Background: an optimization exercise with open tools, aiming at small area. Do not read the settings as production practice. Where RTL was checked, it was by simulation tests only, not by an equivalence proof against the original. The RTL of runs 4 and 5 was laid out without a check of its function. No activity file was given, so power comes from the tool's default toggle rates.

**flow/design.v**
```verilog
module Mono_Pong(input clk, input rst, input start, input stop, input push_1, input push_2, 
					output [13:0] disp_score, output reg LED_r, output reg LED_g, 
					output reg [9:0] LED, output [6:0] disp_level, output [1:0] blue,
					output [3:0] zybo_LED);
	reg [7:0] score;	 
	reg dir;			 
	wire tick;			 
	reg [3:0] level;	 
	wire push;			 
	clock_generator gen(clk,rst,level,dir,push_1,push_2,tick,push);
	hex_to_sev_seg 	sev_seg_LSB(score[3:0],disp_score[6:0]);
	hex_to_sev_seg 	sev_seg_MSB(score[7:4],disp_score[13:7]);
	hex_to_sev_seg 	sev_seg_level(level[3:0],disp_level[6:0]);
	assign blue[1] = push_2;		 
	assign blue[0] = push_1;		 
	assign zybo_LED[3] = stop;		 
	assign zybo_LED[2] = start;		 
	assign zybo_LED[1] = push;		 
	assign zybo_LED[0] = push;		 
	always @(posedge clk)
		begin
			if(rst)
				begin
					LED_r <= 1'b1;
					LED_g <= 1'b0;
					score <= 8'd0;
					dir <= 1'b0;
					level <= 4'b0;
					LED <= 10'b0;
				end
			else if(tick)
			begin
			if(level==4'd0) 
				begin
					if(start==1'b1)
						begin
							LED_r <= 1'b0;
							LED_g <= 1'b1;
							level <= 4'd1;
							LED <= 10'b0000010000;
							score <= 8'd0;
							dir <= 1'b0;
						end
					else
						begin
							LED <= 10'b0000000000;
							LED_r <= 1'b1;
							LED_g <= 1'b0;
						end
				end
			else
				begin
					if(stop==1'b1)
						begin
							level <= 4'd0;
						end
					else
						begin
							if(dir==1'b0)
								begin
									LED <= LED<<1;
									if(LED == 10'b0100000000)
										dir <= 1'b1;
									if(LED == 10'b0000000001)
										begin
											if(push == 1'b1)
												begin
													if(score[3:0]==4'b1001)
														begin
 															score[7:4] <= score[7:4]+4'b1;
															score[3:0] <= 4'b0;
															if(level != 4'b1111)
																level <= level+4'b1;
														end
													else
														score <= score+8'b1;
												end
											else
												level <= 4'b0;
										end
								end
							if(dir==1'b1)
								begin
									LED <= LED>>1;
									if(LED == 10'b0000000010)
										dir <= 1'b0;
									if(LED == 10'b1000000000)
										begin
											if(push == 1'b1)
												score <= score+8'b1;
											else
												level <= 4'b0;
										end
								end	
						end
				end
			end
		end
endmodule
module clock_generator(input ck, input rst, input [3:0] level, input drctn, input push_a, input push_b,
						output tick, output reg push);
	localparam [30:0] TOT_LEVEL1 = 31'd400;
	localparam [30:0] TOT_STEP   = 31'd25;
	reg clck;				 
	reg [30:0] tot;			 
	reg [30:0] count;		 
	reg [3:0] push_count;	 
	reg [3:0] prev_level;	 
	reg check_cont_push;	 
	wire [3:0] next_push_count = (push_count==4'd9) ? 4'd1 : push_count+4'd1;
	assign tick = (level == prev_level) && (count >= tot) && (clck == 1'b0);
	always @(posedge ck)
		begin
			if(rst)
				begin
					tot <= 31'd0;
					count <= 31'd0;
					clck <= 1'b0;
					push <= 1'b0;
					prev_level <= 4'd0;
					push_count <= 4'd0;
					check_cont_push <= 1'b0;
				end
			else if(level != prev_level)
				begin
					prev_level <= level;
					if(level == 4'd0)
						begin
							tot <= 31'd0;
						end
					else
						begin	
							if(level == 4'd1)
								begin
									tot <= TOT_LEVEL1;	
									push_count <= 4'd5;		 
									check_cont_push <= 1'b0;
									push <= 1'd0;
								end
							else	
								tot <= tot-TOT_STEP;
						end
				end
			else
				begin
					if(count>=tot)
						begin
							clck <= ~clck;
							count <= 31'd0;
							push <= 1'b0;
							if(clck==0)
								begin
									push_count <= next_push_count;
									if(next_push_count!=4'd1)
										check_cont_push <= (next_push_count == 4'd9) &&
											(((drctn==1'b0) && (push_a==1'b1)) || ((drctn==1'b1) && (push_b==1'b1)));
								end
						end
					else
						begin
							count <= count+31'd1;
							if((push_count==4'd1) && (check_cont_push==1'b0) && (((drctn==1'b1) && 
										(push_a==1'b1)) || ((drctn==1'b0) && (push_b==1'b1))))
								push <= 1'b1;
						end
				end
		end
endmodule
module hex_to_sev_seg(input [3:0] out, output [6:0] disp); 
	assign disp[0] = (~out[2] & ~out[0]) | (~out[3] & out[1]) | (~out[3] & out[2] & out[0]) 
						| (out[2] & out[1])	| (out[3] & ~out[2] & ~out[1]) | (out[3] & ~out[0]);
	assign disp[1] = (out[0] & (out[3] ^ out[1])) | (~out[2] & ~out[0]) | (~out[2] & ~out[3])
						| (~out[3] & ~out[1] & ~out[0]);
    assign disp[2] = ~(out[3] | out[1]) | (~(out[3] & out[1]) & out[0]) | (out[3] ^ out[2]);
    assign disp[3] = (~out[3] & ~out[2] & ~out[0]) | (~out[2] & out[1] & out[0])
						| (out[2] & ~out[1] & out[0]) | (out[2] & out[1] & ~out[0]) 
						| (out[3] & ~out[1] & ~out[0]);
    assign disp[4] = (~out[0] & (~out[2] | out[1])) | (out[3] & (out[1] | out[2]));     
    assign disp[5] = (~out[3] & out[2] & ~out[1])  | (~out[1] & ~out[0])  | (out[2] & ~out[0])
						| (out[3] & ~out[2])  | (out[3] & out[1]);
    assign disp[6] = (~out[2] & out[1])  | (out[1] & ~out[0])  | (out[3] & ~out[2])  
						| (out[3] &out[0])	| (~out[3] & out[2] & ~out[1]);
endmodule
```
**flow/run.sh**
```bash
#!/bin/bash
# synth_recipe.tcl (not shown) runs the flow's synth.tcl, then flattens the netlist and writes it again
# the make line also repeats each setting of config.mk as NAME=value (left out here)
make -C /OpenROAD-flow-scripts/flow DESIGN_CONFIG=/design/flow/config.mk WORK_HOME=/design/flow/orfs CLKGATE_MAP_FILE= SYNTH_SCRIPT=/design/flow/synth_recipe.tcl finish
```
**flow/config.mk**
```make
export PLATFORM = sky130hd
export DESIGN_NAME = Mono_Pong
export DESIGN_NICKNAME = Mono_Pong
export VERILOG_FILES = /design/flow/design.v
export SDC_FILE = /design/flow/constraint.sdc
export NUM_CORES = 4
export LEC_CHECK = 0
export CAP_MARGIN = 20
export CORE_MARGIN = 2
export CORE_UTILIZATION = 40
export SLEW_MARGIN = 20
```
**flow/constraint.sdc**
```tcl
create_clock -name core_clock -period 10.0 [get_ports {clk}]
set_input_delay 2.0000 -clock core_clock [delete_from_list [all_inputs] [get_ports {clk}]]
set_output_delay 2.0000 -clock core_clock [all_outputs]
set_load 0.01 [all_outputs]
```
==> flow_summary.yaml, run 1 <==
critical_path:
  setup.reg_to_reg.worst_slack_ps: 6330
  critical_path.cell_chain: "clkdlybuf4s50_1 -> clkdlybuf4s50_1"
  critical_path.max_fanout: 6
  critPathBufInv: 2
  critical-path-top-delay-family: "buffers and inverters"
  setup.worst_path.class: "in -> out"
  worstReg2RegStart: "level[0]"
  critPathMaxStageDelay_ps: 640
  worst_r2r_dst: "gen.tot[10]"
  endpoint: "zybo_LED[3]"
  critPathCaptureType: "output port"
  start_kind: "primary input"
  cp_depth: 2
  arrival_ps: 3240
  timing.critical_path.mode_cell: "sky130_fd_sc_hd__clkdlybuf4s50_1"
  timing.critical_path.slowest_stage_cell: "sky130_fd_sc_hd__clkdlybuf4s50_1"
  setup_crit_start: "stop"
  worst-r2r-cell-count: 7
  worstPathRequired_ps: 8000
floorplan:
  design.die.area_um2: 17500
  chipHeight_um: 132
  coreArea_um2: 16000
  chipWidth_um: 132
  ioPinCount: 45
  fp-row-count: 46
  initial_utilization_pct: 41.2
routing:
  drtPass1Iterations: 5
  totalWireLength_um: 16700
  drt-vias-per-instance: 5.64
  drt.antenna.violating_nets: 0
  first_iter_violations: 447
  mean_routed_wirelength_per_cell_um: 15.6
  vias: 6062
  drc: 0
logic_synthesis:
  syn_nets: 911
  synth_seq_cells: 98
  number_of_enable_type_register_cells_in_the_synthesized_netlist: 0
  synth_top_flop_cell: "sky130_fd_sc_hd__dfxtp_1"
  synth_cells: 838
  postSynthAreaPerCell_um2: 7.87
  ys_warn_count: 2
  synth.lib_cells_used.distinct: 70
  seq_area_frac_synth_pct: 29.7
  syn-cell-area_um2: 6600
  asyncSetResetFlopFracSynth_pct: 0
cts:
  cts_max_path_buffers: 2
  ctsHoldBuffers: 0
  cts_tree: "built"
  post_cts_resized: 0
  numClockSinks: 98
  worst_setup_hold_path_clk_slew_ps: 70
  cts.repair_timing.setup_buffer_count: 0
  insertion_delay_ps: 360
  h-tree-depth: 3
  clockRootBuffer: "sky130_fd_sc_hd__clkbuf_16"
  cts_buffer_count: 9
final_layout:
  final_area_um2: 7440
  diodes: 0
  final_net_count: 927
  layout-drive-gt1-share_pct: 5.47
  syn_to_final_growth_pct: 12.8
timing:
  clock.fmax_mhz: 191
  worst-slew-pin-transition_ps: 1090
  relSlewSlack_pct: 27.6
  setup-tns-final_ps: 0
  fin_hold_viols: 0
  fin_skew_ps: 11.0
  slew_limit_fails: 0
  final_min_period_over_clock_period_pct: 52.4
  setup_slack_ps: 4760
  rsz0062_at_grt: "false"
  finish_stage_setup_viols: 0
  period_needed_ps: 5240
placement:
  finalWeightedCongestion: 0.859
  numPortBuffers: 44
  place_area_um2: 7150
  dpl_ws_ps: 4770
  dpl.hpwl_um: 11800
power:
  powerDensity_nw_per_um2: 240
  p_leak_nw: 2.65
  ir_drop_mv: 0.152
global_route:
  first_global_vias: 5640
  grt_first_pass_wirelength_um: 28700
  grt_antenna_before_repair: 0
  grt_max_degree: 67
  track_usage_pct: 19.6
  grt_overflow: 0
flow_run:
  cap_violations: 0
run_status:
  status: "no timing/DRC/antenna violations"
min_path:
  worstHoldPathType: "reg -> reg"
[flip-flops by register name (all words and copies together), names as in the netlist]
signal	flops
score	8
gen.check_cont_push	1
level	4
dir	1
gen.clck	1
LED	10
gen.prev_level	4
gen.push_count	4
gen.tot	31
gen.count	31
LED_g	1
gen.push	1
LED_r	1
[power by group]
| part | total [W] | internal (W) | switching (W) |
|---|---|---|---|
| combinational | 0.000943 | 0.000323 | 0.000620 |
| sequential | 0.000494 | 0.000434 | 0.0000597 |
| clock | 0.000349 | 0.000193 | 0.000156 |
| total | 0.00179 | 0.000951 | 0.000836 |
[per-stage QoR]
stage | utilization, % | hold WS, ps | total power, W | instances
6_report | 46.5 | 480 | 0.00179 | 1075
5_1_grt | 46.5 | 496 | 0.00193 | 1075
4_1_cts | 46.5 | 481 | 0.00178 | 1075
3_5_place_dp | 44.7 | 471 | 0.00143 | 1059
3_3_place_gp | 44.7 | 462 | 0.00143 | 1059
2_1_floorplan | - | 445 | 0.00120 | 838
[synthesized netlist by cell type (4+ instances only)]
library cell / instances / area, um2
sky130_fd_sc_hd__ha_1: 67 / 838
sky130_fd_sc_hd__clkbuf_1: 30 / 113
sky130_fd_sc_hd__or3_1: 8 / 50.1
sky130_fd_sc_hd__a31oi_1: 6 / 37.5
sky130_fd_sc_hd__nand2_1: 56 / 210
sky130_fd_sc_hd__nand3b_1: 5 / 37.5
sky130_fd_sc_hd__a311oi_1: 10 / 87.6
sky130_fd_sc_hd__a22oi_1: 5 / 37.5
sky130_fd_sc_hd__a21oi_1: 64 / 320
sky130_fd_sc_hd__inv_1: 49 / 184
sky130_fd_sc_hd__o22ai_1: 5 / 31.3
sky130_fd_sc_hd__o32ai_1: 4 / 35.0
sky130_fd_sc_hd__mux2i_1: 11 / 110
sky130_fd_sc_hd__nand4_1: 20 / 125
sky130_fd_sc_hd__a31o_2: 7 / 61.3
sky130_fd_sc_hd__a211oi_1: 9 / 67.6
sky130_fd_sc_hd__nor2_1: 106 / 398
sky130_fd_sc_hd__xor2_1: 13 / 114
sky130_fd_sc_hd__nand3_1: 43 / 215
sky130_fd_sc_hd__o31ai_1: 8 / 60.1
sky130_fd_sc_hd__buf_4: 6 / 45.0
sky130_fd_sc_hd__o21ai_0: 38 / 190
sky130_fd_sc_hd__and3_1: 12 / 75.1
sky130_fd_sc_hd__a221oi_1: 6 / 52.6
sky130_fd_sc_hd__nor3_1: 25 / 125
sky130_fd_sc_hd__dfxtp_1: 98 / 1960
sky130_fd_sc_hd__nor4_1: 14 / 87.6
sky130_fd_sc_hd__or4_1: 7 / 52.6
sky130_fd_sc_hd__nand2b_1: 7 / 43.8
sky130_fd_sc_hd__buf_2: 5 / 25.0
sky130_fd_sc_hd__xnor2_1: 27 / 236
sky130_fd_sc_hd__o211ai_1: 4 / 30.0
sky130_fd_sc_hd__and4_1: 5 / 43.8
[worst min-delay path by stage]
stage | from | end | cells after the start | slack, ps
global route | gen.tot[26] | gen.tot[26] | 2 | 500
CTS | gen.tot[26] | gen.tot[26] | 2 | 480
finish | gen.tot[26] | gen.tot[26] | 2 | 480
floorplan | gen.tot[26] | gen.tot[26] | 2 | 450
global placement | gen.tot[26] | gen.tot[26] | 2 | 460
detailed placement | gen.tot[26] | gen.tot[26] | 2 | 470
[cell type report]
class	count	area [um2]
Clock buffer	11	233
Clock inverter	5	55.1
Fill cell	1640	8560
Inverter	52	195
Multi-Input combinational cell	643	4250
Sequential cell	98	1960
Tap cell	216	270
Timing Repair Buffer	50	480
[cells by family after synthesis]
kind of cell | Yosys count | share of synthesized area [%]
mux | 14 | 2.18
compound gates | 194 | 19.2
buf+inv | 97 | 5.97
xor+xnor | 40 | 5.31
simple gates | 328 | 24.9
flops | 98 | 29.7
fa+ha+maj | 67 | 12.7
[metal layers]
layer	wire length [um]	GRT usage, %	up-vias	share of wire [%]
met5	0	0	-	0
met4	309	5.68	0	1.8
met3	808	3.41	25	4.8
met2	7190	29.4	136	43
met1	8410	28.8	2836	50
li1	-	-	3065	-
[layout by cell type (no fill, tap or decap), types with 14 or more instances in the layout]
cell	instances
sky130_fd_sc_hd__clkdlybuf4s50_1	43
sky130_fd_sc_hd__a21oi_1	64
sky130_fd_sc_hd__nor2_1	106
sky130_fd_sc_hd__nand4_1	20
sky130_fd_sc_hd__nor3_1	25
sky130_fd_sc_hd__ha_1	67
sky130_fd_sc_hd__nor4_1	14
sky130_fd_sc_hd__nand3_1	43
sky130_fd_sc_hd__dfxtp_1	98
sky130_fd_sc_hd__nand2_1	55
sky130_fd_sc_hd__xnor2_1	27
sky130_fd_sc_hd__o21ai_0	37
sky130_fd_sc_hd__inv_1	49
==> run 2, diff against run 1 <==
==> flow/design.v (replaced) <==
module Mono_Pong(input clk, input rst, input start, input stop, input push_1, input push_2,
					output [13:0] disp_score, output LED_r, output LED_g,
					output [9:0] LED, output [6:0] disp_level, output [1:0] blue,
					output [3:0] zybo_LED);
	reg [7:0] score;	 
	reg [3:0] level;	 
	reg [3:0] pos;		 
	reg       dir;		 
	reg       on;		 
	reg       clck;		 
	reg [3:0] m;		 
	reg [4:0] p;		 
	reg       push;		 
	reg       cc;		 
	localparam [4:0] P0 = 5'd0, PM1 = 5'd16, P24 = 5'd20, P25 = 5'd9;
	wire [4:0] p_step = {p[3:0], ~(p[4] ^ p[2])};
	wire half = (m == 4'd0) & (p == P25);
	wire tick = half & ~clck;
	wire at_end = (pos == 4'd0) | (pos == 4'd9);
	wire running = (level != 4'd0);
	wire bcd = ~dir;
	wire low_wrap = (score[3:0] == 4'd15) | (bcd & (score[3:0] == 4'd9));
	wire [7:0] score_inc = low_wrap ? {score[7:4] + 4'd1, 4'd0} : {score[7:4], score[3:0] + 4'd1};
	reg [7:0] score_n;
	reg [3:0] level_n;
	reg [3:0] pos_n;
	reg dir_n, on_n;
	always @* begin
		score_n = score; level_n = level; pos_n = pos; dir_n = dir; on_n = on;
		if (!running) begin
			if (start) begin
				on_n = 1'b1; level_n = 4'd1; pos_n = 4'd4; score_n = 8'd0; dir_n = 1'b0;
			end else
				on_n = 1'b0;
		end else if (stop)
			level_n = 4'd0;
		else begin
			if (!dir) begin
				pos_n = pos + 4'd1;
				if (pos == 4'd8) dir_n = 1'b1;
			end else begin
				pos_n = pos - 4'd1;
				if (pos == 4'd1) dir_n = 1'b0;
			end
			if ((!dir && pos == 4'd0) || (dir && pos == 4'd9)) begin
				if (push) begin
					score_n = score_inc;
					if (bcd && score[3:0] == 4'd9 && level != 4'd15)
						level_n = level + 4'd1;
				end else
					level_n = 4'd0;
			end
		end
	end
	always @(posedge clk) begin
		if (rst) begin
			score <= 8'd0;
			level <= 4'd0;
			on <= 1'b0;
			clck <= 1'b0;
			m <= 4'd0;
			p <= P25;
			push <= 1'b0;
		end else if (half) begin
			clck <= ~clck;
			push <= 1'b0;
			m <= level;
			p <= running ? P0 : P25;
			if (tick) begin
				score <= score_n;
				level <= level_n;
				pos <= pos_n;
				dir <= dir_n;
				on <= on_n;
				m <= level_n;
				if (level_n != level)
					p <= (level_n != 4'd0) ? PM1 : P24;
				else
					p <= (level_n != 4'd0) ? P0 : P25;
				if (!(pos_n == 4'd0 || pos_n == 4'd9))
					cc <= dir ? push_2 : push_1;
			end
		end else begin
			if (p == P24 && m != 4'd0) begin
				m <= m + 4'd1;
				p <= P0;
			end else
				p <= p_step;
			if (running && at_end && !cc && (dir ? push_1 : push_2))
				push <= 1'b1;
		end
	end
	assign LED_g = on;
	assign LED_r = ~on;
	genvar i;
	generate for (i = 0; i < 10; i = i + 1) begin : g_led
		assign LED[i] = on & (pos == i);
	end endgenerate
	assign blue = {push_2, push_1};
	assign zybo_LED = {stop, start, push, push};
	hex_to_sev_seg sev_seg_LSB(score[3:0], disp_score[6:0]);
	hex_to_sev_seg sev_seg_MSB(score[7:4], disp_score[13:7]);
	hex_to_sev_seg sev_seg_level(level, disp_level);
endmodule
module hex_to_sev_seg(input [3:0] out, output [6:0] disp);
	assign disp[0] = (~out[2] & ~out[0]) | (~out[3] & out[1]) | (~out[3] & out[2] & out[0])
						| (out[2] & out[1])	| (out[3] & ~out[2] & ~out[1]) | (out[3] & ~out[0]);
	assign disp[1] = (out[0] & (out[3] ^ out[1])) | (~out[2] & ~out[0]) | (~out[2] & ~out[3])
						| (~out[3] & ~out[1] & ~out[0]);
	assign disp[2] = ~(out[3] | out[1]) | (~(out[3] & out[1]) & out[0]) | (out[3] ^ out[2]);
	assign disp[3] = (~out[3] & ~out[2] & ~out[0]) | (~out[2] & out[1] & out[0])
						| (out[2] & ~out[1] & out[0]) | (out[2] & out[1] & ~out[0])
						| (out[3] & ~out[1] & ~out[0]);
	assign disp[4] = (~out[0] & (~out[2] | out[1])) | (out[3] & (out[1] | out[2]));
	assign disp[5] = (~out[3] & out[2] & ~out[1])  | (~out[1] & ~out[0])  | (out[2] & ~out[0])
						| (out[3] & ~out[2])  | (out[3] & out[1]);
	assign disp[6] = (~out[2] & out[1])  | (out[1] & ~out[0])  | (out[3] & ~out[2])
						| (out[3] &out[0])	| (~out[3] & out[2] & ~out[1]);
endmodule
--- a/flow/config.mk
+++ b/flow/config.mk
@@ -5,6 +5,7 @@
 export SDC_FILE = /design/flow/constraint.sdc
 export NUM_CORES = 4
 export LEC_CHECK = 0
+export ABC_AREA = 1
 export CAP_MARGIN = 20
 export CORE_MARGIN = 2
 export CORE_UTILIZATION = 40
==> flow_summary.yaml, run 2 <==
run_status:
  status: "no timing/DRC/antenna violations"
cts:
  h-tree-depth: 2
  post_cts_resized: 0
  cts_buffer_count: 5
  cts_max_path_buffers: 2
  insertion_delay_ps: 280
  clockRootBuffer: "sky130_fd_sc_hd__clkbuf_8"
  cts_tree: "built"
  cts.repair_timing.setup_buffer_count: 0
  numClockSinks: 30
  ctsHoldBuffers: 0
  worst_setup_hold_path_clk_slew_ps: 50
timing:
  final_min_period_over_clock_period_pct: 50.7
  fin_skew_ps: 12.3
  slew_limit_fails: 0
  relSlewSlack_pct: 63.6
  worst-slew-pin-transition_ps: 542
  clock.fmax_mhz: 197
  setup-tns-final_ps: 0
  rsz0062_at_grt: "false"
  finish_stage_setup_viols: 0
  period_needed_ps: 5070
  holdWs_ps: 456
  fin_hold_viols: 0
logic_synthesis:
  synth.lib_cells_used.distinct: 45
  postSynthAreaPerCell_um2: 6.91
  netlist_top_cells_count: "sky130_fd_sc_hd__nand2_1, sky130_fd_sc_hd__inv_1, sky130_fd_sc_hd__nor2_1"
  synth_seq_cells: 30
  ys_warn_count: 1
  synth.most_common_cell: "sky130_fd_sc_hd__nand2_1"
  yosys.area.top_type: "sky130_fd_sc_hd__ha_1"
  number_of_enable_type_register_cells_in_the_synthesized_netlist: 6
  yosys.area.top_type_share_pct: 17.7
  synth_top_flop_cell: "sky130_fd_sc_hd__dfxtp_1"
  seq_area_frac_synth_pct: 23.4
  syn_nets: 455
  syn-cell-area_um2: 2830
  synth_cells: 409
  synth.top_cells.by_area: "sky130_fd_sc_hd__ha_1, sky130_fd_sc_hd__dfxtp_1, sky130_fd_sc_hd__nand2_1"
  asyncSetResetFlopFracSynth_pct: 0
global_route:
  grt_antenna_before_repair: 0
  track_usage_pct: 18.3
  grt_overflow: 0
  grt_first_pass_wirelength_um: 11300
  first_global_vias: 2494
  grt_max_degree: 14
routing:
  drt-vias-per-instance: 5.07
  drc: 0
  totalWireLength_um: 6690
  first_iter_violations: 120
  mean_routed_wirelength_per_cell_um: 12.3
  vias: 2769
  drt.antenna.violating_nets: 0
  drtPass1Iterations: 4
critical_path:
  critical_path.cell_chain: "clkdlybuf4s50_1 -> clkdlybuf4s50_1"
  timing.critical_path.slowest_stage_cell: "sky130_fd_sc_hd__clkdlybuf4s50_1"
  critical_path.max_fanout: 4
  timing.critical_path.mode_cell: "sky130_fd_sc_hd__clkdlybuf4s50_1"
  worstPathRequired_ps: 8000
  critPathMaxStageDelay_ps: 550
  critPathBufInv: 2
  arrival_ps: 3070
  critPathCaptureType: "output port"
  critical-path-top-delay-family: "buffers and inverters"
  start_kind: "primary input"
  setup.worst_path.class: "in -> out"
final_layout:
  layout-drive-gt1-share_pct: 8.00
  largest_register: "score"
  filler_cell_count: 727
  largest_registers: "score (8), p (5)"
  mostFrequentLayoutCells: "sky130_fd_sc_hd__nand2_1, sky130_fd_sc_hd__inv_1, sky130_fd_sc_hd__nor2_1, sky130_fd_sc_hd__clkdlybuf4s50_1, sky130_fd_sc_hd__ha_1"
  diodes: 0
  largest_register_ffs: 8
  finish.cell_count_without_fillers: 546
  syn_to_final_growth_pct: 20.4
  final_net_count: 495
  commonest_non_fill_non_tap_cell_in_the_layout: "sky130_fd_sc_hd__nand2_1"
floorplan:
  design.die.area_um2: 7750
  chipHeight_um: 88.1
  fp-row-count: 30
  ioPinCount: 45
  initial_utilization_pct: 41.4
  chipWidth_um: 88.1
  coreArea_um2: 6830
power:
  powerDensity_nw_per_um2: 190
  p_leak_nw: 1.47
  ir_drop_mv: 0.118
  p_total_w: 0.000646
placement:
  finalWeightedCongestion: 0.860
  numPortBuffers: 44
  dpl.hpwl_um: 5280
  place.detailed.instances: 538
min_path:
  worstHoldPathType: "reg -> reg"
flow_run:
  cap_violations: 0
run 2: changes by cell type after synthesis, moves of 12 or more:
cell                       before  now
sky130_fd_sc_hd__nor4_1        14    0
sky130_fd_sc_hd__ha_1          67   40
sky130_fd_sc_hd__nor3_1        25   10
sky130_fd_sc_hd__clkbuf_1      30    2
sky130_fd_sc_hd__nor2_1       106   45
sky130_fd_sc_hd__a21oi_1       64   19
sky130_fd_sc_hd__nand2_1       56   82
sky130_fd_sc_hd__nand4_1       20    2
sky130_fd_sc_hd__dfxtp_1       98   24
sky130_fd_sc_hd__and3_1        12    0
sky130_fd_sc_hd__nand3_1       43   20
sky130_fd_sc_hd__xnor2_1       27    1
run 2: final cells by class:
cell class / count / area [um2] / area share, %
Clock buffer: 7 / 86.3 / 2.54
Clock inverter: 1 / 5.00 / 0.147
Inverter: 61 / 229 / 6.73
Multi-Input combinational cell: 307 / 1860 / 54.7
Sequential cell: 30 / 661 / 19.4
Tap cell: 96 / 120 / 3.53
Timing Repair Buffer: 44 / 440 / 12.9
run 2: kinds of logic (layout without fill, tap and decap cells):
kind of cell / after synthesis / count (layout) / synth area share [%]
fa+ha+maj: 40 / 40 / 17.7
buf+inv: 72 / 113 / 10.8
compound gates: 83 / 83 / 17.9
mux: 1 / 1 / 0.354
flops: 30 / 30 / 23.4
xor+xnor: 4 / 4 / 1.24
simple gates: 179 / 179 / 28.6
run 2: per-stage QoR:
stage          setup slack, ps  utilization (%)  area (um2)
2_1_floorplan             5880                -        2830
3_3_place_gp              4950             48.5        3310
3_5_place_dp              4920             48.5        3310
4_1_cts                   4920             49.8        3400
5_1_grt                   4880             49.8        3400
6_report                  4930             49.8        3400
run 2: path summary, 6_finish.rpt:
kind                 endpoint  cells past startpoint      from  slack [ps]
setup / recovery  zybo_LED[2]                      2     start        4930
hold / removal           p[1]                      2      p[0]         460
setup reg to reg           cc                     11  level[1]        7320
hold reg to reg          p[1]                      2      p[0]         460
run 2: per-layer routing:
metal  vias to the layer above  track usage, %  wire length, um
met3                         6            3.39              264
met5                         -               0                0
met1                      1267            25.1             3280
met4                         0            5.51               76
met2                        67            29.3             3070
li1                       1429               -                -
run 2: report_power, final:
| group | switching, W | total (W) | leakage, nW | internal (W) |
|---|---|---|---|---|
| Combinational | 0.000225 | 0.000362 | 1.17 | 0.000136 |
| Sequential | 0.0000324 | 0.000186 | 0.250 | 0.000153 |
| Clock | 0.0000438 | 0.0000992 | 0.0482 | 0.0000554 |
==> run 3, diff against run 2 <==
==> flow/flow/run.sh (new file) <==
#!/bin/bash
# Own layout flow: the standard synthesis, then the combinational logic between the
# standard synthesis's flip-flops is re-mapped by ABC for area (flip-flops, their names and
# cell types are kept as the standard synthesis made them), then the standard layout.
# Each tool's output goes to a log file of its own in the work folder.
set -euo pipefail
W=$(pwd)
R=$W/orfs/results/${FLOW_PLATFORM}/Mono_Pong/base
LIB=$FLOW_HOME/platforms/${FLOW_PLATFORM}/lib/sky130_fd_sc_hd__tt_025C_1v80.lib
YOSYS=$(command -v yosys || echo "$FLOW_HOME/../tools/install/yosys/bin/yosys")

bash standard.sh synth > "$W/synth.log" 2>&1
cp "$R/1_2_yosys.v" "$W/standard_synth.v"

SEQ=$(grep -oE "sky130_fd_sc_hd__[a-z0-9_]+" "$W/standard_synth.v" | sort -u | grep -E "__(e?df|sdf|dl|conb)" | tr '\n' ' ')
sed -e "s|@LIB@|$LIB|g" -e "s|@SEQ@|$SEQ|g" -e "s|@IN@|$W/standard_synth.v|g" \
    -e "s|@OUT@|$W/resynth.v|g" -e "s|@ABC@|$W/flow/area.abc|g" -e "s|@TOP@|$FLOW_TOP|g" \
    "$W/flow/resynth.ys" > "$W/resynth_run.ys"
"$YOSYS" -s "$W/resynth_run.ys" > "$W/resynth.log" 2>&1

grep -E "sky130_fd_sc_hd__(e?df|sdf|dl)[a-z0-9_]* " "$W/standard_synth.v" | sort > "$W/ff_standard.txt"
grep -E "sky130_fd_sc_hd__(e?df|sdf|dl)[a-z0-9_]* " "$W/resynth.v" | sort > "$W/ff_resynth.txt"
if cmp -s "$W/ff_standard.txt" "$W/ff_resynth.txt"; then
  cp "$W/resynth.v" "$R/1_2_yosys.v"
else
  echo "flip-flops differ after re-mapping; keeping the standard netlist" >> "$W/resynth.log"
fi
touch "$R/1_2_yosys.v"

bash standard.sh finish > "$W/layout.log" 2>&1
==> flow/flow/area.abc (new file) <==
strash
&get -n
&deepsyn -T 60
&put
strash
dch -f
map -a
topo
==> flow/flow/resynth.ys (new file) <==
# re-map the combinational logic of the standard synthesis netlist; flip-flops stay as they are
read_liberty -ignore_miss_func @LIB@
blackbox @SEQ@
read_verilog @IN@
hierarchy -top @TOP@
flatten
rename -hide w:*.*
opt -purge
abc -liberty @LIB@ -dont_use *probe* -dont_use *lpflow* -dont_use *clkbuf* -dont_use *clkinv* -script @ABC@
opt_clean -purge
setundef -zero
splitnets
opt_clean -purge
hilomap -singleton -hicell sky130_fd_sc_hd__conb_1 HI -locell sky130_fd_sc_hd__conb_1 LO
insbuf -buf sky130_fd_sc_hd__buf_1 A X
opt_clean -purge
stat -liberty @LIB@
write_verilog -noattr -nohex -nodec @OUT@
==> flow/standard.sh (new file) <==
#!/bin/bash
# synth_recipe.tcl (not shown) runs the flow's synth.tcl, then flattens the netlist and writes it again
# the make line also repeats each setting of config.mk as NAME=value (left out here)
make -C /OpenROAD-flow-scripts/flow DESIGN_CONFIG=/design/flow/config.mk WORK_HOME=/design/flow/orfs CLKGATE_MAP_FILE= SYNTH_SCRIPT=/design/flow/synth_recipe.tcl "${@:-finish}"
removed: flow/run.sh
==> flow_summary.yaml, run 3 <==
floorplan:
  chipWidth_um: 72.1
  ioPinCount: 45
  coreArea_um2: 4410
  design.die.area_um2: 5200
  chipHeight_um: 72.1
  fp-row-count: 24
  initial_utilization_pct: 42.0
power:
  powerDensity_nw_per_um2: 158
  p_leak_nw: 0.988
  ir_drop_mv: 0.120
  p_total_w: 0.000384
placement:
  finalWeightedCongestion: 0.902
  numPortBuffers: 44
  dpl.hpwl_um: 3720
  place.detailed.instances: 384
  dpl_ws_ps: 4900
min_path:
  worstHoldPathType: "reg -> reg"
  hp-start: "p[0]"
  worstHoldPathCells: 2
  worstHoldEndpoint: "p[1]"
final_layout:
  filler_cell_count: 483
  largest_registers: "score (8), p (5)"
  largest_register: "score"
  commonest_non_fill_non_tap_cell_in_the_layout: "sky130_fd_sc_hd__nor2_1"
  largest_register_ffs: 8
  syn_to_final_growth_pct: 31.2
  final_net_count: 345
  finish.cell_count_without_fillers: 392
  mostFrequentLayoutCells: "sky130_fd_sc_hd__nor2_1, sky130_fd_sc_hd__inv_1, sky130_fd_sc_hd__nand2_1, sky130_fd_sc_hd__clkdlybuf4s50_1"
  layout-drive-gt1-share_pct: 3.24
  diodes: 0
timing:
  fin_skew_ps: 11.0
  period_needed_ps: 5100
  setup-tns-final_ps: 0
  finish_stage_setup_viols: 0
  holdWs_ps: 443
  clock.fmax_mhz: 196
  worst-slew-pin-transition_ps: 427
  fin_hold_viols: 0
  setup_slack_ps: 4900
  slew_limit_fails: 0
  rsz0062_at_grt: "false"
  relSlewSlack_pct: 71.4
  final_min_period_over_clock_period_pct: 51.0
critical_path:
  worst-r2r-cell-count: 17
  timing.critical_path.mode_cell: "sky130_fd_sc_hd__clkdlybuf4s50_1"
  critical_path.max_fanout: 3
  arrival_ps: 3100
  critical_path.cell_chain: "clkdlybuf4s50_1 -> clkdlybuf4s50_1"
  critPathCaptureType: "output port"
  worst_r2r_dst: "score[7]"
  setup.reg_to_reg.worst_slack_ps: 7170
  setup.worst_path.class: "in -> out"
  worstPathRequired_ps: 8000
  critPathBufInv: 2
  critPathMaxStageDelay_ps: 560
  cp_depth: 2
  worstReg2RegStart: "pos[0]"
  critical-path-top-delay-family: "buffers and inverters"
  start_kind: "primary input"
  timing.critical_path.slowest_stage_cell: "sky130_fd_sc_hd__clkdlybuf4s50_1"
routing:
  mean_routed_wirelength_per_cell_um: 11.9
  drtPass1Iterations: 4
  first_iter_violations: 157
  totalWireLength_um: 4650
  vias: 1982
  drc: 0
  drt.antenna.violating_nets: 0
  drt-vias-per-instance: 5.06
run_status:
  status: "no timing/DRC/antenna violations"
cts:
  numClockSinks: 30
  cts_max_path_buffers: 2
  cts.repair_timing.setup_buffer_count: 0
  post_cts_resized: 0
  h-tree-depth: 2
  worst_setup_hold_path_clk_slew_ps: 70
  cts_buffer_count: 5
  ctsHoldBuffers: 0
  insertion_delay_ps: 280
  cts_tree: "built"
  clockRootBuffer: "sky130_fd_sc_hd__clkbuf_8"
logic_synthesis:
  syn-cell-area_um2: 1860
  syn_nets: 300
  postSynthAreaPerCell_um2: 6.31
  synth_cells: 294
  ys_warn_count: 1
global_route:
  grt_first_pass_wirelength_um: 8170
  grt_overflow: 0
  grt_antenna_before_repair: 0
  grt_max_degree: 11
  track_usage_pct: 19.5
  first_global_vias: 1891
flow_run:
  cap_violations: 0
==> run 3: cell types whose count changed in the layout (fill, tap and decap cells not counted), sizes merged, moves of 3 or more <==
| cell | previous run | this run |
|---|---|---|
| nor4 | 2 | 5 |
| o211ai | 7 | 3 |
| nor2 | 51 | 60 |
| o41ai | 3 | 0 |
| nand3 | 22 | 5 |
| inv | 59 | 56 |
| nor3 | 12 | 16 |
| o22ai | 4 | 1 |
| o21ai | 36 | 24 |
| nand2 | 86 | 44 |
| ha | 40 | 0 |
==> run 3: worst max path at each step <==
stage,slack [ps],startpoint,to
finish,4900,stop,zybo_LED[3]
global route,4880,stop,zybo_LED[3]
CTS,4900,stop,zybo_LED[3]
detailed placement,4900,stop,zybo_LED[3]
global placement,4900,stop,zybo_LED[3]
floorplan,5880,push_1,blue[0]
==> run 3: report_power, final <==
part | switching [W] | internal, W
registers | 0.0000161 | 0.000145
logic | 0.0000742 | 0.0000475
clock network | 0.0000471 | 0.0000552
total | 0.000137 | 0.000247
==> run 3: routing by layer <==
layer | global-route usage (%) | routed length (um)
met5 | 0 | 0
met2 | 31.6 | 2100
met4 | 5.66 | 34
met1 | 26.3 | 2300
met3 | 3.89 | 215
==> run 3: cell type report <==
cell class              instances  area (um2)  area share [%]
inverters                      56         210            8.64
clock buffers                   6        82.6            3.39
flip-flops and latches         30         661            27.1
well taps                      52        65.1            2.67
clock inverters                 2        12.5           0.514
repair buffers                 44         440            18.1
multi-input cells             202         962            39.5
==> run 3: metrics by stage <==
stage | util [%] | area (um2)
after floorplan | - | 1860
after global placement | 53.0 | 2340
after detailed placement | 53.0 | 2340
after CTS | 55.1 | 2430
after global routing | 55.1 | 2430
final | 55.1 | 2430
==> run 4, diff against run 3 <==
==> flow/design.v (replaced) <==
module Mono_Pong(input clk, input rst, input start, input stop, input push_1, input push_2,
					output [13:0] disp_score, output LED_r, output LED_g,
					output [9:0] LED, output [6:0] disp_level, output [1:0] blue,
					output [3:0] zybo_LED);
	reg [7:0] score;	 
	reg [3:0] level;	 
	reg [3:0] pos;		 
	reg       dir;		 
	reg       on;		 
	reg       clck;		 
	reg [3:0] m;		 
	reg [4:0] p;		 
	reg       push;		 
	reg       cc;		 
	localparam [4:0] P0 = 5'd0, PM1 = 5'd16, P24 = 5'd20, P25 = 5'd9;
	wire running = |level;
	wire half = (m == 4'd0) & (p == P25);
	wire tick = half & ~clck;
	wire at0 = ~pos[3] & ~pos[2] & ~pos[1] & ~pos[0];
	wire at9 = pos[3] & pos[0];
	wire at_end = at0 | at9;
	wire at1 = ~pos[3] & ~pos[2] & ~pos[1] & pos[0];
	wire at8 = pos[3] & ~pos[0];
	wire turn = dir ? at1 : at8;		 
	wire hit_pos = dir ? at9 : at0;		 
	wire btn_end = dir ? push_1 : push_2;	 
	wire btn_next = dir ? push_2 : push_1;	 
	wire bcd = ~dir;
	wire nine = (score[3:0] == 4'd9);
	wire low_wrap = (&score[3:0]) | (bcd & nine);
	wire [7:0] score_inc = low_wrap ? {score[7:4] + 4'd1, 4'd0} : {score[7:4], score[3:0] + 4'd1};
	wire play = running & ~stop;			 
	wire new_game = ~running & start;
	wire hit = play & hit_pos & push;
	wire miss = play & hit_pos & ~push;
	wire up = hit & bcd & nine & ~(&level);
	wire [3:0] level_step = new_game ? 4'd1 : (stop | miss) ? 4'd0 : up ? level + 4'd1 : level;
	wire level_chg = new_game | (running & stop) | miss | up;
	wire [3:0] level_n = rst ? 4'd0 : tick ? level_step : level;
	wire chg = tick & level_chg & ~rst;
	wire reload = rst | half;
	wire run_n = |level_n;
	always @(posedge clk) begin
		level <= level_n;
		if (rst | (tick & new_game))
			score <= 8'd0;
		else if (tick & hit)
			score <= score_inc;
		if (rst)
			on <= 1'b0;
		else if (tick & ~running)
			on <= start;
		if (tick & new_game) begin
			pos <= 4'd4;
			dir <= 1'b0;
		end else if (tick & play) begin
			pos <= dir ? pos - 4'd1 : pos + 4'd1;
			if (turn) dir <= ~dir;
		end
		if (tick & ~turn)
			cc <= btn_next;
		if (reload) begin
			m <= level_n;
			p <= chg ? (run_n ? PM1 : P24) : (run_n ? P0 : P25);
		end else if (p == P24 && m != 4'd0) begin
			m <= m + 4'd1;
			p <= P0;
		end else
			p <= {p[3:0], ~(p[4] ^ p[2])};
		if (rst)
			clck <= 1'b0;
		else if (half)
			clck <= ~clck;
		if (reload)
			push <= 1'b0;
		else if (running & at_end & ~cc & btn_end)
			push <= 1'b1;
	end
	assign LED_g = on;
	assign LED_r = ~on;
	assign LED[0] = on & at0;
	assign LED[1] = on & at1;
	assign LED[2] = on & ~pos[3] & ~pos[2] & pos[1] & ~pos[0];
	assign LED[3] = on & ~pos[3] & ~pos[2] & pos[1] & pos[0];
	assign LED[4] = on & ~pos[3] & pos[2] & ~pos[1] & ~pos[0];
	assign LED[5] = on & ~pos[3] & pos[2] & ~pos[1] & pos[0];
	assign LED[6] = on & ~pos[3] & pos[2] & pos[1] & ~pos[0];
	assign LED[7] = on & ~pos[3] & pos[2] & pos[1] & pos[0];
	assign LED[8] = on & at8;
	assign LED[9] = on & at9;
	assign blue = {push_2, push_1};
	assign zybo_LED = {stop, start, push, push};
	hex_to_sev_seg sev_seg_LSB(score[3:0], disp_score[6:0]);
	hex_to_sev_seg sev_seg_MSB(score[7:4], disp_score[13:7]);
	hex_to_sev_seg sev_seg_level(level, disp_level);
endmodule
module hex_to_sev_seg(input [3:0] out, output [6:0] disp);
	assign disp[0] = (~out[2] & ~out[0]) | (~out[3] & out[1]) | (~out[3] & out[2] & out[0])
						| (out[2] & out[1])	| (out[3] & ~out[2] & ~out[1]) | (out[3] & ~out[0]);
	assign disp[1] = (out[0] & (out[3] ^ out[1])) | (~out[2] & ~out[0]) | (~out[2] & ~out[3])
						| (~out[3] & ~out[1] & ~out[0]);
	assign disp[2] = ~(out[3] | out[1]) | (~(out[3] & out[1]) & out[0]) | (out[3] ^ out[2]);
	assign disp[3] = (~out[3] & ~out[2] & ~out[0]) | (~out[2] & out[1] & out[0])
						| (out[2] & ~out[1] & out[0]) | (out[2] & out[1] & ~out[0])
						| (out[3] & ~out[1] & ~out[0]);
	assign disp[4] = (~out[0] & (~out[2] | out[1])) | (out[3] & (out[1] | out[2]));
	assign disp[5] = (~out[3] & out[2] & ~out[1])  | (~out[1] & ~out[0])  | (out[2] & ~out[0])
						| (out[3] & ~out[2])  | (out[3] & out[1]);
	assign disp[6] = (~out[2] & out[1])  | (out[1] & ~out[0])  | (out[3] & ~out[2])
						| (out[3] &out[0])	| (~out[3] & out[2] & ~out[1]);
endmodule
--- a/flow/flow/run.sh
+++ b/flow/flow/run.sh
@@ -27,4 +27,6 @@
 fi
 touch "$R/1_2_yosys.v"
 
+# ports get the smallest plain buffer instead of the delay buffer buffer_ports picks itself
+export BUFFER_PORTS_ARGS="-buffer_cell sky130_fd_sc_hd__buf_1"
 bash standard.sh finish > "$W/layout.log" 2>&1
--- a/flow/config.mk
+++ b/flow/config.mk
@@ -8,5 +8,5 @@
 export ABC_AREA = 1
 export CAP_MARGIN = 20
 export CORE_MARGIN = 2
-export CORE_UTILIZATION = 40
+export CORE_UTILIZATION = 70
 export SLEW_MARGIN = 20
==> flow_summary.yaml, run 4 <==
power:
  p_leak_nw: 0.825
  powerDensity_nw_per_um2: 122
  ir_drop_mv: 0.127
  p_total_w: 0.000249
critical_path:
  timing.critical_path.mode_cell: "sky130_fd_sc_hd__buf_1"
  timing.critical_path.slowest_stage_cell: "sky130_fd_sc_hd__buf_1"
  worstPathRequired_ps: 8000
  cp_depth: 2
  arrival_ps: 2260
  setup_crit_start: "stop"
  critPathCaptureType: "output port"
  worst_r2r_dst: "m[2]"
  setup.reg_to_reg.worst_slack_ps: 7280
  setup.worst_path.class: "in -> out"
  start_kind: "primary input"
  endpoint: "zybo_LED[3]"
  critical-path-top-delay-family: "buffers and inverters"
  worstReg2RegStart: "m[0]"
  critical_path.max_fanout: 3
  critical_path.cell_chain: "buf_1 -> buf_1"
  critPathBufInv: 2
  critPathMaxStageDelay_ps: 160
  worst-r2r-cell-count: 13
timing:
  fin_skew_ps: 7.84
  rsz0062_at_grt: "false"
  period_needed_ps: 4260
  setup-tns-final_ps: 0
  clock.fmax_mhz: 235
  slew_limit_fails: 0
  finish_stage_setup_viols: 0
  final_min_period_over_clock_period_pct: 42.6
  worst-slew-pin-transition_ps: 468
  fin_hold_viols: 0
  relSlewSlack_pct: 68.5
cts:
  cts.repair_timing.setup_buffer_count: 0
  post_cts_resized: 0
  worst_setup_hold_path_clk_slew_ps: 90
  clockRootBuffer: "sky130_fd_sc_hd__clkbuf_4"
  cts_buffer_count: 5
  cts_tree: "built"
  cts_max_path_buffers: 2
  numClockSinks: 30
  insertion_delay_ps: 330
  h-tree-depth: 2
  ctsHoldBuffers: 0
final_layout:
  seq_area_um2: 651
  multi_input_area_um2: 905
  largest_register: "score"
  finish.cell_count_without_fillers: 356
  largest_registers: "score (8), p (5)"
  final_net_count: 331
  diodes: 0
  filler_cell_count: 178
  largest_register_ffs: 8
  mostFrequentLayoutCells: "sky130_fd_sc_hd__nor2_1, sky130_fd_sc_hd__inv_1, sky130_fd_sc_hd__buf_1, sky130_fd_sc_hd__nand2_1, sky130_fd_sc_hd__a21oi_1"
  layout-drive-gt1-share_pct: 3.07
  final_area_um2: 2030
  commonest_non_fill_non_tap_cell_in_the_layout: "sky130_fd_sc_hd__nor2_1"
  syn_to_final_growth_pct: 14.5
global_route:
  grt.met3_usage_pct: 5.19
  grt_antenna_before_repair: 0
  track_usage_pct: 28.4
  grt_overflow: 0
  grt_max_degree: 11
  grt_util_met1_pct: 34.0
  grt.busiest_layer: "met2"
  first_global_vias: 1555
  met2_usage_pct: 51.0
  grt_first_pass_wirelength_um: 6140
flow_run:
  cap_violations: 0
routing:
  drc: 0
  drt.antenna.violating_nets: 0
  mean_routed_wirelength_per_cell_um: 11.5
  first_iter_violations: 90
  vias: 1918
  totalWireLength_um: 4080
  drt-vias-per-instance: 5.39
  drtPass1Iterations: 5
placement:
  numPortBuffers: 44
  place.detailed.instances: 348
  place_area_um2: 1950
  dpl.hpwl_um: 3030
  finalWeightedCongestion: 0.873
floorplan:
  fp-row-count: 18
  coreArea_um2: 2430
  chipHeight_um: 54.3
  initial_utilization_pct: 72.9
  chipWidth_um: 54.3
  design.die.area_um2: 2950
  ioPinCount: 45
run_status:
  status: "no timing/DRC/antenna violations"
logic_synthesis:
  postSynthAreaPerCell_um2: 6.33
  syn_nets: 286
  ys_warn_count: 1
  syn-cell-area_um2: 1770
  synth_cells: 280
min_path:
  worstHoldPathType: "reg -> reg"
==> run 4: worst min path at each step <==
stage | from | endpoint | cells after the start
after floorplan | p[0] | p[1] | 2
after global placement | p[0] | p[1] | 2
after detailed placement | p[0] | p[1] | 2
after CTS | p[0] | p[1] | 2
after global routing | clck | clck | 2
final | p[0] | p[1] | 2
==> run 4: per-stage QoR <==
stage | hold WS (ps) | util (%) | worst slack, ps
2_1_floorplan | 423 | - | 5880
3_3_place_gp | 435 | 80.3 | 5740
3_5_place_dp | 447 | 80.3 | 5730
4_1_cts | 463 | 83.5 | 5730
5_1_grt | 495 | 83.5 | 5620
6_report | 465 | 83.5 | 5740
==> run 4: area by class of cell <==
type	count	area share, %
Inverter	52	9.61
Timing Repair Buffer	44	8.13
Clock buffer	5	1.85
Multi-Input combinational cell	192	44.5
Tap cell	30	1.85
Sequential cell	30	32.0
Clock inverter	3	1.97
==> run 4: layer usage <==
metal	share of wire, %	wire length, um	vias up
li1	-	-	993
met1	43	1740	848
met2	50	2030	70
met3	5.8	237	7
met4	1.6	65	0
met5	0	0	-
==> run 4: where the power goes <==
| part | switching, W | internal [W] | leakage, nW |
|---|---|---|---|
| clock network | 0.0000429 | 0.0000517 | 0.0450 |
| registers | 0.00000390 | 0.000128 | 0.253 |
| logic | 0.0000148 | 0.00000742 | 0.527 |
==> run 5, diff against run 4 <==
--- a/flow/config.mk
+++ b/flow/config.mk
@@ -9,4 +9,6 @@
 export CAP_MARGIN = 20
 export CORE_MARGIN = 2
 export CORE_UTILIZATION = 70
+export CTS_BUF_LIST = sky130_fd_sc_hd__clkbuf_4
+export CTS_CLUSTER_SIZE = 30
 export SLEW_MARGIN = 20
==> flow_summary.yaml, run 5 <==
run_status:
  status: "no timing/DRC/antenna violations"
final_layout:
  finish.cell_count_without_fillers: 356
  diodes: 0
  largest_register_ffs: 8
  multi_input_area_um2: 905
  largest_registers: "score (8), p (5)"
  mostFrequentLayoutCells: "sky130_fd_sc_hd__nor2_1, sky130_fd_sc_hd__inv_1, sky130_fd_sc_hd__buf_1, sky130_fd_sc_hd__nand2_1, sky130_fd_sc_hd__a21oi_1"
  syn_to_final_growth_pct: 14.5
  commonest_non_fill_non_tap_cell_in_the_layout: "sky130_fd_sc_hd__nor2_1"
  largest_register: "score"
  final_net_count: 331
  seq_area_um2: 651
  filler_cell_count: 178
  final_area_um2: 2030
  layout-drive-gt1-share_pct: 3.07
global_route:
  track_usage_pct: 28.4
  first_global_vias: 1555
  grt_overflow: 0
  grt_max_degree: 11
  grt_first_pass_wirelength_um: 6140
  grt_antenna_before_repair: 0
floorplan:
  ioPinCount: 45
  design.die.area_um2: 2950
  chipWidth_um: 54.3
  chipHeight_um: 54.3
  initial_utilization_pct: 72.9
  fp-row-count: 18
  coreArea_um2: 2430
critical_path:
  critPathCaptureType: "output port"
  critical-path-top-delay-family: "buffers and inverters"
  timing.critical_path.mode_cell: "sky130_fd_sc_hd__buf_1"
  worstPathRequired_ps: 8000
  setup.worst_path.class: "in -> out"
  critPathBufInv: 2
  arrival_ps: 2260
  critical_path.max_fanout: 3
  timing.critical_path.slowest_stage_cell: "sky130_fd_sc_hd__buf_1"
  critPathMaxStageDelay_ps: 160
  start_kind: "primary input"
  critical_path.cell_chain: "buf_1 -> buf_1"
power:
  seq_power_share_pct: 53.0
  power.share.clock_pct: 38.1
  combinationalPowerShare_pct: 8.9
  internal-power_w: 0.000187
  ir_drop_mv: 0.127
  net-switching-power_w: 0.0000616
  p_leak_nw: 0.825
  p_sw_share_pct: 24.8
  powerDensity_nw_per_um2: 122
cts:
  clockRootBuffer: "sky130_fd_sc_hd__clkbuf_4"
  cts_max_path_buffers: 2
  post_cts_resized: 0
  h-tree-depth: 2
  worst_setup_hold_path_clk_slew_ps: 90
  ctsHoldBuffers: 0
  cts.repair_timing.setup_buffer_count: 0
  cts_buffer_count: 5
  insertion_delay_ps: 330
  cts_tree: "built"
  numClockSinks: 30
placement:
  place.detailed.instances: 348
  dpl.hpwl_um: 3030
  place_area_um2: 1950
  numPortBuffers: 44
  dpl_ws_ps: 5730
  finalWeightedCongestion: 0.873
timing:
  finish_stage_setup_viols: 0
  setup_slack_ps: 5740
  setup-tns-final_ps: 0
  relSlewSlack_pct: 68.5
  period_needed_ps: 4260
  worst-slew-pin-transition_ps: 468
  holdWs_ps: 465
  clock.fmax_mhz: 235
  fin_skew_ps: 7.84
  fin_hold_viols: 0
  rsz0062_at_grt: "false"
  final_min_period_over_clock_period_pct: 42.6
  slew_limit_fails: 0
routing:
  totalWireLength_um: 4080
  drt-vias-per-instance: 5.39
  drt.antenna.violating_nets: 0
  mean_routed_wirelength_per_cell_um: 11.5
  drtPass1Iterations: 5
  drc: 0
  vias: 1918
  first_iter_violations: 90
min_path:
  worstHoldPathType: "reg -> reg"
logic_synthesis:
  postSynthAreaPerCell_um2: 6.33
  syn_nets: 286
  syn-cell-area_um2: 1770
  ys_warn_count: 1
  synth_cells: 280
flow_run:
  cap_violations: 0
-- run 5: path summary, 6_finish.rpt --
kind | endpoint | depth (start not counted) | start | slack [ps]
hold / removal | p[1] | 2 | p[0] | 460
setup reg to reg | m[2] | 13 | m[0] | 7280
setup / recovery | zybo_LED[3] | 2 | stop | 5740
hold reg to reg | p[1] | 2 | p[0] | 460
-- run 5: per-stage QoR --
step	util [%]	power (W)
global route	83.5	0.000257
floorplan	-	0.000150
detailed placement	80.3	0.000156
finish	83.5	0.000249
global placement	80.3	0.000155
CTS	83.5	0.000249
-- run 5: final cells by class --
cell class | count | area share [%]
multi-input cells | 192 | 44.5
well taps | 30 | 1.85
inverters | 52 | 9.61
clock inverters | 3 | 1.97
repair buffers | 44 | 8.13
flip-flops and latches | 30 | 32.0
clock buffers | 5 | 1.85
-- run 5: per-layer routing --
layer / up-vias / global-route usage [%] / part of all wire (%)
met5: - / 0 / 0
met4: 0 / 9.17 / 1.6
met3: 7 / 5.19 / 5.8
met2: 70 / 51.0 / 50
met1: 848 / 34.0 / 43
li1: 993 / - / -
-- run 5: power groups by stage --
stage	registers, W	logic, W	clock network [W]
floorplan	0.000133	0.0000168	0
global placement	0.000134	0.0000211	0
detailed placement	0.000134	0.0000216	0
CTS	0.000132	0.0000220	0.0000950
global route	0.000133	0.0000255	0.0000990
finish	0.000132	0.0000222	0.0000946
==> run 6, diff against run 5 <==
--- a/flow/design.v
+++ b/flow/design.v
@@ -6,7 +6,6 @@
 	reg [3:0] level;	 
 	reg [3:0] pos;		 
 	reg       dir;		 
-	reg       on;		 
 	reg       clck;		 
 	reg [3:0] m;		 
 	reg [4:0] p;		 
@@ -16,8 +15,9 @@
 	wire running = |level;
 	wire half = (m == 4'd0) & (p == P25);
 	wire tick = half & ~clck;
+	wire off = pos[3] & pos[1];
 	wire at0 = ~pos[3] & ~pos[2] & ~pos[1] & ~pos[0];
-	wire at9 = pos[3] & pos[0];
+	wire at9 = pos[3] & ~pos[1] & pos[0];
 	wire at_end = at0 | at9;
 	wire at1 = ~pos[3] & ~pos[2] & ~pos[1] & pos[0];
 	wire at8 = pos[3] & ~pos[0];
@@ -46,11 +46,9 @@
 			score <= 8'd0;
 		else if (tick & hit)
 			score <= score_inc;
-		if (rst)
-			on <= 1'b0;
-		else if (tick & ~running)
-			on <= start;
-		if (tick & new_game) begin
+		if (rst | (tick & ~running & ~start))
+			pos <= 4'd15;
+		else if (tick & new_game) begin
 			pos <= 4'd4;
 			dir <= 1'b0;
 		end else if (tick & play) begin
@@ -76,18 +74,18 @@
 		else if (running & at_end & ~cc & btn_end)
 			push <= 1'b1;
 	end
-	assign LED_g = on;
-	assign LED_r = ~on;
-	assign LED[0] = on & at0;
-	assign LED[1] = on & at1;
-	assign LED[2] = on & ~pos[3] & ~pos[2] & pos[1] & ~pos[0];
-	assign LED[3] = on & ~pos[3] & ~pos[2] & pos[1] & pos[0];
-	assign LED[4] = on & ~pos[3] & pos[2] & ~pos[1] & ~pos[0];
-	assign LED[5] = on & ~pos[3] & pos[2] & ~pos[1] & pos[0];
-	assign LED[6] = on & ~pos[3] & pos[2] & pos[1] & ~pos[0];
-	assign LED[7] = on & ~pos[3] & pos[2] & pos[1] & pos[0];
-	assign LED[8] = on & at8;
-	assign LED[9] = on & at9;
+	assign LED_g = ~off;
+	assign LED_r = off;
+	assign LED[0] = at0;
+	assign LED[1] = at1;
+	assign LED[2] = ~pos[3] & ~pos[2] & pos[1] & ~pos[0];
+	assign LED[3] = ~pos[3] & ~pos[2] & pos[1] & pos[0];
+	assign LED[4] = ~pos[3] & pos[2] & ~pos[1] & ~pos[0];
+	assign LED[5] = ~pos[3] & pos[2] & ~pos[1] & pos[0];
+	assign LED[6] = ~pos[3] & pos[2] & pos[1] & ~pos[0];
+	assign LED[7] = ~pos[3] & pos[2] & pos[1] & pos[0];
+	assign LED[8] = at8;
+	assign LED[9] = at9;
 	assign blue = {push_2, push_1};
 	assign zybo_LED = {stop, start, push, push};
 	hex_to_sev_seg sev_seg_LSB(score[3:0], disp_score[6:0]);
--- a/flow/config.mk
+++ b/flow/config.mk
@@ -8,7 +8,8 @@
 export ABC_AREA = 1
 export CAP_MARGIN = 20
 export CORE_MARGIN = 2
-export CORE_UTILIZATION = 70
+export CORE_UTILIZATION = 75
 export CTS_BUF_LIST = sky130_fd_sc_hd__clkbuf_4
+export CTS_CLUSTER_DIAMETER = 100
 export CTS_CLUSTER_SIZE = 30
 export SLEW_MARGIN = 20
==> flow_summary.yaml, run 6 <==
floorplan:
  fp-row-count: 17
  initial_utilization_pct: 79.8
  chipHeight_um: 52.5
  ioPinCount: 45
  chipWidth_um: 52.5
logic_synthesis:
  ys_warn_count: 1
  syn-cell-area_um2: 1770
  postSynthAreaPerCell_um2: 6.26
  syn_nets: 288
  synth_cells: 282
run_status:
  status: "stopped before the end"
  flow.stopped_at: "3_3_place_gp"
  stop_err: "[ERROR GPL-0301] Utilization 101.230 % exceeds 100%."
placement:
  numPortBuffers: 44
==> run 7, diff against run 6 <==
--- a/flow/design.v
+++ b/flow/design.v
@@ -39,6 +39,7 @@
 	wire [3:0] level_n = rst ? 4'd0 : tick ? level_step : level;
 	wire chg = tick & level_chg & ~rst;
 	wire reload = rst | half;
+	wire wrap = (p == P24) & (m != 4'd0);
 	wire run_n = |level_n;
 	always @(posedge clk) begin
 		level <= level_n;
@@ -50,21 +51,19 @@
 			pos <= 4'd15;
 		else if (tick & new_game) begin
 			pos <= 4'd4;
-			dir <= 1'b0;
 		end else if (tick & play) begin
 			pos <= dir ? pos - 4'd1 : pos + 4'd1;
-			if (turn) dir <= ~dir;
 		end
+		dir <= ~(tick & new_game) & (dir ^ (tick & play & turn));
 		if (tick & ~turn)
 			cc <= btn_next;
 		if (reload) begin
 			m <= level_n;
 			p <= chg ? (run_n ? PM1 : P24) : (run_n ? P0 : P25);
-		end else if (p == P24 && m != 4'd0) begin
-			m <= m + 4'd1;
-			p <= P0;
-		end else
-			p <= {p[3:0], ~(p[4] ^ p[2])};
+		end else begin
+			m <= m + {3'd0, wrap};
+			p <= wrap ? P0 : {p[3:0], ~(p[4] ^ p[2])};
+		end
 		if (rst)
 			clck <= 1'b0;
 		else if (half)
==> flow/flow/area.abc (replaced) <==
strash
&get -n
&deepsyn -T 30
&put
strash
dch -f
amap
topo
--- a/flow/config.mk
+++ b/flow/config.mk
@@ -7,9 +7,9 @@
 export LEC_CHECK = 0
 export ABC_AREA = 1
 export CAP_MARGIN = 20
-export CORE_MARGIN = 2
-export CORE_UTILIZATION = 75
+export CORE_AREA = 2.3 2.72 59.8 59.84
 export CTS_BUF_LIST = sky130_fd_sc_hd__clkbuf_4
 export CTS_CLUSTER_DIAMETER = 100
 export CTS_CLUSTER_SIZE = 30
+export DIE_AREA = 0 0 62 62
 export SLEW_MARGIN = 20
==> flow_summary.yaml, run 7 <==
critical_path:
  cp_depth: 2
  critPathBufInv: 2
  critPathCaptureType: "output port"
  worstPathRequired_ps: 8000
  endpoint: "zybo_LED[3]"
  critical_path.cell_chain: "buf_1 -> buf_1"
  worstReg2RegStart: "m[0]"
  worst-r2r-cell-count: 14
  setup.worst_path.class: "in -> out"
  critical-path-top-delay-family: "buffers and inverters"
  start_kind: "primary input"
  setup.reg_to_reg.worst_slack_ps: 6360
  critPathMaxStageDelay_ps: 190
  worst_r2r_dst: "score[7]"
  timing.critical_path.slowest_stage_cell: "sky130_fd_sc_hd__buf_1"
  setup_crit_start: "stop"
  arrival_ps: 2320
  timing.critical_path.mode_cell: "sky130_fd_sc_hd__buf_1"
  critical_path.max_fanout: 3
timing:
  period_needed_ps: 4320
  final_min_period_over_clock_period_pct: 43.2
  fin_skew_ps: 7.21
  worst-slew-pin-transition_ps: 596
  slew_limit_fails: 0
  setup-tns-final_ps: 0
  clock.fmax_mhz: 231
  fin_hold_viols: 0
  rsz0062_at_grt: "false"
  relSlewSlack_pct: 59.9
  finish_stage_setup_viols: 0
power:
  internal-power_w: 0.000185
  seq_power_share_pct: 47.7
  power.share.clock_pct: 22.5
  p_leak_nw: 0.745
  net-switching-power_w: 0.000110
  combinationalPowerShare_pct: 29.8
  p_sw_share_pct: 37.2
  powerDensity_nw_per_um2: 154
  ir_drop_mv: 0.0974
global_route:
  grt_first_pass_wirelength_um: 5950
  grt_overflow: 0
  first_global_vias: 1407
  grt_antenna_before_repair: 0
  grt_max_degree: 10
  track_usage_pct: 21.2
cts:
  post_cts_resized: 0
  cts_tree: "built"
  cts_max_path_buffers: 2
  ctsHoldBuffers: 0
  numClockSinks: 29
  cts.repair_timing.setup_buffer_count: 0
  insertion_delay_ps: 320
  h-tree-depth: 2
  clockRootBuffer: "sky130_fd_sc_hd__clkbuf_4"
  cts_buffer_count: 5
  worst_setup_hold_path_clk_slew_ps: 90
final_layout:
  commonest_non_fill_non_tap_cell_in_the_layout: "sky130_fd_sc_hd__nor2_1"
  largest_register: "score"
  diodes: 0
  layout-drive-gt1-share_pct: 2.00
  final_net_count: 305
  filler_cell_count: 329
  largest_register_ffs: 8
  final_area_um2: 1920
  mostFrequentLayoutCells: "sky130_fd_sc_hd__nor2_1, sky130_fd_sc_hd__buf_1, sky130_fd_sc_hd__inv_1, sky130_fd_sc_hd__dfxtp_1, sky130_fd_sc_hd__nand2_1"
  syn_to_final_growth_pct: 15.0
  largest_registers: "score (8), p (5)"
floorplan:
  design.die.area_um2: 3840
  initial_utilization_pct: 50.8
  fp-row-count: 21
  coreArea_um2: 3280
  chipWidth_um: 62
  ioPinCount: 45
  chipHeight_um: 62
placement:
  place_area_um2: 1870
  dpl.hpwl_um: 3010
  numPortBuffers: 44
  finalWeightedCongestion: 0.806
run_status:
  status: "no timing/DRC/antenna violations"
routing:
  totalWireLength_um: 3860
  drt.antenna.violating_nets: 0
  drc: 0
  first_iter_violations: 115
  drt-vias-per-instance: 5.23
  drtPass1Iterations: 4
  vias: 1809
  mean_routed_wirelength_per_cell_um: 11.2
min_path:
  worstHoldPathCells: 2
  worstHoldPathType: "reg -> reg"
logic_synthesis:
  syn_nets: 260
  synth_cells: 254
  postSynthAreaPerCell_um2: 6.57
  ys_warn_count: 1
  syn-cell-area_um2: 1670
flow_run:
  cap_violations: 0
==> run 7: how the worst min path moves through the flow <==
stage | endpoint | from | slack (ps)
final | clck | clck | 470
after global routing | clck | clck | 510
after CTS | clck | clck | 480
after detailed placement | clck | clck | 460
after global placement | clck | clck | 440
after floorplan | clck | clck | 430
==> run 7: worst min-delay path, stage by stage (launching register included) <==
cell and delay (ps):
sky130_fd_sc_hd__dfxtp_1 320, sky130_fd_sc_hd__nand2_1 60, sky130_fd_sc_hd__a21oi_1 50
==> run 7: metal layers <==
layer	GRT usage, %	up-vias	wire, um
li1	-	958	-
met1	27.0	804	1800
met2	33.5	43	1810
met3	6.83	4	197
met4	7.60	0	47
met5	0	-	0
==> run 7: through the flow <==
step | setup WS, ps | power [W] | util, % | std cells | hold slack, ps
2_1_floorplan | 5880 | 0.000207 | - | 254 | 426
5_1_grt | 5630 | 0.000318 | 58.4 | 346 | 511
6_report | 5680 | 0.000295 | 58.4 | 346 | 468
3_5_place_dp | 5670 | 0.000230 | 56.9 | 338 | 464
3_3_place_gp | 5670 | 0.000231 | 56.9 | 338 | 440
4_1_cts | 5670 | 0.000297 | 58.4 | 346 | 476
==> run 7: layout make-up <==
class | count | area (um2) | area share (%)
well taps | 46 | 57.6 | 3.00
multi-input cells | 184 | 923 | 48.1
repair buffers | 44 | 165 | 8.61
inverters | 35 | 131 | 6.85
clock inverters | 3 | 12.5 | 0.652
flip-flops and latches | 29 | 591 | 30.8
clock buffers | 5 | 37.5 | 1.96
==> run 7: power groups by stage <==
stage | Combinational [W] | Sequential, W | Clock [W]
floorplan | 0.0000669 | 0.000140 | 0
global placement | 0.0000880 | 0.000143 | 0
detailed placement | 0.0000874 | 0.000143 | 0
CTS | 0.0000879 | 0.000141 | 0.0000686
global route | 0.000101 | 0.000143 | 0.0000746
finish | 0.0000879 | 0.000141 | 0.0000664

[port drivers added, routing unchanged]
In the flow no input, the clock included, has a driving cell. The finished layouts below were timed again as built, in two steps. Step 1 (the two cells are an assumption about what drives the block):
set clk [get_ports {clk}]
set_driving_cell -lib_cell sky130_fd_sc_hd__clkbuf_16 $clk
set_driving_cell -lib_cell sky130_fd_sc_hd__buf_2 [delete_from_list [all_inputs] $clk]
Step 2 also shifts input and output timing later by t, the mid clock arrival at the registers, as if the neighbouring blocks saw the same clock. Three values: ideal, step 1, step 2; two values: the first two.
run | t, ns | setup WS [ns] | hold WS [ns] | worst register clock-pin slew, ns | worst slew at a driven data input, ns
run 1 | 0.394 | 4.757 / 4.732 / 4.732 | 0.480 / 0.480 / 0.480 | 0.07 / 0.07 | 0.03
run 2 | 0.304 | 4.926 / 4.904 / 4.904 | 0.456 / 0.456 / 0.456 | 0.07 / 0.07 | 0.03
run 3 | 0.300 | 4.896 / 4.869 / 4.869 | 0.443 / 0.443 / 0.443 | 0.07 / 0.07 | 0.03
run 4 | 0.349 | 5.736 / 5.713 / 5.713 | 0.465 / 0.465 / 0.465 | 0.10 / 0.10 | 0.03
run 5 | 0.349 | 5.736 / 5.713 / 5.713 | 0.465 / 0.465 / 0.465 | 0.10 / 0.10 | 0.03
run 7 | 0.341 | 5.675 / 5.652 / 5.649 | 0.468 / 0.468 / 0.468 | 0.10 / 0.10 | 0.03
After both steps setup and hold are still met in every run listed. The setup slack of run 3, which loses most, moves by -0.027 ns with the drivers and by -0.027 ns with both steps.
